Context: an optimization exercise on an open-source flow, tuned for small area, a short achievable clock period and few clock cycles. The choices shown serve that exercise and are no tape-out recipe.
At most, simulation tests tie the RTL to the original design; equivalence was not proved.

// geofence
module geofence(clk, reset, X, Y, valid, is_inside);
input clk;
input reset;
input [9:0] X;
input [9:0] Y;
output reg valid;
output reg is_inside;
reg [3:0] phase;             
reg [9:0] px, py;            
reg sx, sy;                  
reg [9:0] mx, my;            
reg lsx, lsy, rsx, rsy;
reg [9:0] lmx, lmy, rmx, rmy;
reg ins;
wire [10:0] dx = {1'b0, X} - {1'b0, px};
wire [10:0] dy = {1'b0, Y} - {1'b0, py};
wire [9:0] ax = (dx[9:0] ^ {10{dx[10]}}) + {9'd0, dx[10]};
wire [9:0] ay = (dy[9:0] ^ {10{dy[10]}}) + {9'd0, dy[10]};
wire zx = mx == 10'd0, zy = my == 10'd0;
wire zlx = lmx == 10'd0, zly = lmy == 10'd0;
wire zrx = rmx == 10'd0, zry = rmy == 10'd0;
wire a_dn, a_dz;
xsgn ua(.a(lmx), .b(my), .c(lmy), .d(mx), .neg(a_dn), .zero(a_dz));
wire a_s1 = lsx ^ sy, a_s2 = lsy ^ sx;
wire a_nz = !(zlx || zy) || !(zly || zx);
wire an = (a_s1 == a_s2) ? (a_s1 ? !(a_dn || a_dz) : a_dn) : (a_s1 && a_nz);
wire az = (a_s1 == a_s2) ? a_dz : !a_nz;
wire ap = !an && !az;
wire b_dn, b_dz;
xsgn ub(.a(mx), .b(rmy), .c(my), .d(rmx), .neg(b_dn), .zero(b_dz));
wire b_s1 = sx ^ rsy, b_s2 = sy ^ rsx;
wire b_nz = !(zx || zry) || !(zy || zrx);
wire bn = (b_s1 == b_s2) ? (b_s1 ? !(b_dn || b_dz) : b_dn) : (b_s1 && b_nz);
wire bz = (b_s1 == b_s2) ? b_dz : !b_nz;
wire bp = !bn && !bz;
wire opp = (!zx && (sx ^ lsx)) || (!zy && (sy ^ lsy));
wire hit = (zx && zy) || (an && (bn || bz)) || (az && bn) || (az && bz && opp);
always @(posedge clk or posedge reset) begin
    if (reset) phase <= 4'd0;
  ...
Settings: LEC_CHECK=0, CAP_MARGIN=20, CORE_MARGIN=2, CORE_UTILIZATION=40, PLACE_DENSITY=0.6, SLEW_MARGIN=20; clock period 12.0 ns.
run.sh (not shown) runs the stock make flow with config.mk's settings and CLKGATE_MAP_FILE= SYNTH_SCRIPT=/design/flow/synth_recipe.tcl, a recipe that flattens the netlist after the stock synthesis.
The baseline passed the timing, DRC and antenna checks.
Next try:
Settings changed: SETUP_SLACK_MARGIN set to 5.
Result:
- routed wire length rose by about 3%
- fmax is higher by 14%
- design area rises by 2.1%
- clock skew rose by 0.0031 ns
- critical path depth rose by 1
- clock-buffer cell count came out higher by 1
- area after synthesis does not change
Next try:
Settings changed: ABC_CLOCK_PERIOD_IN_PS set to 5000.
The new run completed without violations.
Worst setup slack stays the same.
Routed wire length stays the same.
No functional check of the RTL was part of any run of this note.

Another version of the RTL of geofence (not shown whole).
Size in the first run: roughly 93 flip-flops, about 17,000 um2 of cells after synthesis.
Design geofence, start of the top module:
module geofence(clk, reset, X, Y, valid, is_inside);
input clk;
input reset;
input [9:0] X;
input [9:0] Y;
output reg valid;
output reg is_inside;
reg [3:0] phase;             
reg [9:0] px, py;            
reg sx, sy;                  
reg [9:0] mx, my;            
reg lsx, lsy, rsx, rsy;
reg [9:0] lmx, lmy, rmx, rmy;
reg ins;
wire [10:0] dx = {1'b0, X} - {1'b0, px};
wire [10:0] dy = {1'b0, Y} - {1'b0, py};
wire [9:0] ax = (dx[9:0] ^ {10{dx[10]}}) + {9'd0, dx[10]};
wire [9:0] ay = (dy[9:0] ^ {10{dy[10]}}) + {9'd0, dy[10]};
wire zx = mx == 10'd0, zy = my == 10'd0;
wire zlx = lmx == 10'd0, zly = lmy == 10'd0;
wire zrx = rmx == 10'd0, zry = rmy == 10'd0;
wire a_dn, a_dz;
xsgn ua(.a(lmx), .b(my), .c(lmy), .d(mx), .neg(a_dn), .zero(a_dz));
wire a_s1 = lsx ^ sy, a_s2 = lsy ^ sx;
wire a_nz = !(zlx || zy) || !(zly || zx);
wire an = (a_s1 == a_s2) ? (a_s1 ? !(a_dn || a_dz) : a_dn) : (a_s1 && a_nz);
wire az = (a_s1 == a_s2) ? a_dz : !a_nz;
wire ap = !an && !az;
wire b_dn, b_dz;
xsgn ub(.a(mx), .b(rmy), .c(my), .d(rmx), .neg(b_dn), .zero(b_dz));
wire b_s1 = sx ^ rsy, b_s2 = sy ^ rsx;
wire b_nz = !(zx || zry) || !(zy || zrx);
wire bn = (b_s1 == b_s2) ? (b_s1 ? !(b_dn || b_dz) : b_dn) : (b_s1 && b_nz);
wire bz = (b_s1 == b_s2) ? b_dz : !b_nz;
wire bp = !bn && !bz;
wire opp = (!zx && (sx ^ lsx)) || (!zy && (sy ^ lsy));
wire hit = (zx && zy) || (an && (bn || bz)) || (az && bn) || (az && bz && opp);
always @(posedge clk or posedge reset) begin
    if (reset) phase <= 4'd0;
    else if (phase == 4'd8) phase <= 4'd0;
    else if (phase == 4'd6 && (ins || hit)) phase <= 4'd8;   
    else phase <= phase + 4'd1;
end
always @(posedge clk) begin
    sx <= dx[10]; mx <= ax;
    sy <= dy[10]; my <= ay;
  ...
export LEC_CHECK = 0
export CAP_MARGIN = 20
export CORE_MARGIN = 2
export CORE_UTILIZATION = 40
export PLACE_DENSITY = 0.6
export SLEW_MARGIN = 20
create_clock -name core_clock -period 12.0 [get_ports {clk}]
standard.sh (not shown) runs the stock make flow with config.mk's settings and CLKGATE_MAP_FILE= SYNTH_SCRIPT=/design/flow/synth_recipe.tcl, a recipe that flattens the netlist after the stock synthesis.
==> flow/flow/run.sh <==
#!/bin/bash
set -euo pipefail
bash standard.sh SETUP_SLACK_MARGIN=7 synth > synth.log 2>&1
bash standard.sh SETUP_SLACK_MARGIN=7 finish > layout.log 2>&1
The first run completed without violations.
Testbench counts at the start, summed over its fixed seeds: cycles 70,999.
Then changed:
==> flow/run.sh (new file) <==
#!/bin/bash
# synth_recipe.tcl (not shown) runs the flow's synth.tcl, then flattens the netlist and writes it again
# the make line also repeats each setting of config.mk as NAME=value (left out here)
make -C /OpenROAD-flow-scripts/flow DESIGN_CONFIG=/design/flow/config.mk WORK_HOME=/design/flow/orfs CLKGATE_MAP_FILE= SYNTH_SCRIPT=/design/flow/synth_recipe.tcl finish
- SETUP_SLACK_MARGIN: not set -> 5
removed: flow/flow/run.sh
removed: flow/standard.sh
Effect:
- routed wire length is lower by 17%
- worst setup slack gets worse by 0.76 ns
- worst hold slack gets worse by 0.024 ns
- non-clock buffer count is lower by 140
- fmax is lower by 11%
- clock skew is lower by 0.014 ns

==> afterwards: timing with drivers on the ports <==
Ports are ideal in the flow. The routed layouts listed here were re-timed in OpenROAD.
Step 1 assumes that a clkbuf_16 drives the clock port and a buf_2 every other input.
Step 2 times the ports against the registers' clock, not the clock port: input delays grow and output delays shrink by t, the midpoint of the rising clock arrivals with the driver on.
Slacks: ideal / step 1 / step 2; pairs: ideal / step 1.
run | t (ns) | slack for setup (ns) | worst hold slack (ns) | worst register clock-pin slew, ns | pins driven straight from the clock port
the first run of note 1 | 0.370 | 4.414 / 4.414 / 4.414 | 0.520 / 0.520 / 0.520 | 0.07 / 0.07 | 1
the second run of note 1 | 0.378 | 5.318 / 5.318 / 5.318 | 0.517 / 0.517 / 0.517 | 0.07 / 0.07 | 1
the third run of note 1 | 0.378 | 5.318 / 5.318 / 5.318 | 0.517 / 0.517 / 0.517 | 0.07 / 0.07 | 1
the first run of note 2 | 0.388 | 5.797 / 5.797 / 5.797 | 0.542 / 0.542 / 0.542 | 0.09 / 0.09 | 1
the second run of note 2 | 0.380 | 5.036 / 5.036 / 5.036 | 0.518 / 0.518 / 0.518 | 0.06 / 0.06 | 1
After both steps every run listed still meets setup and hold.
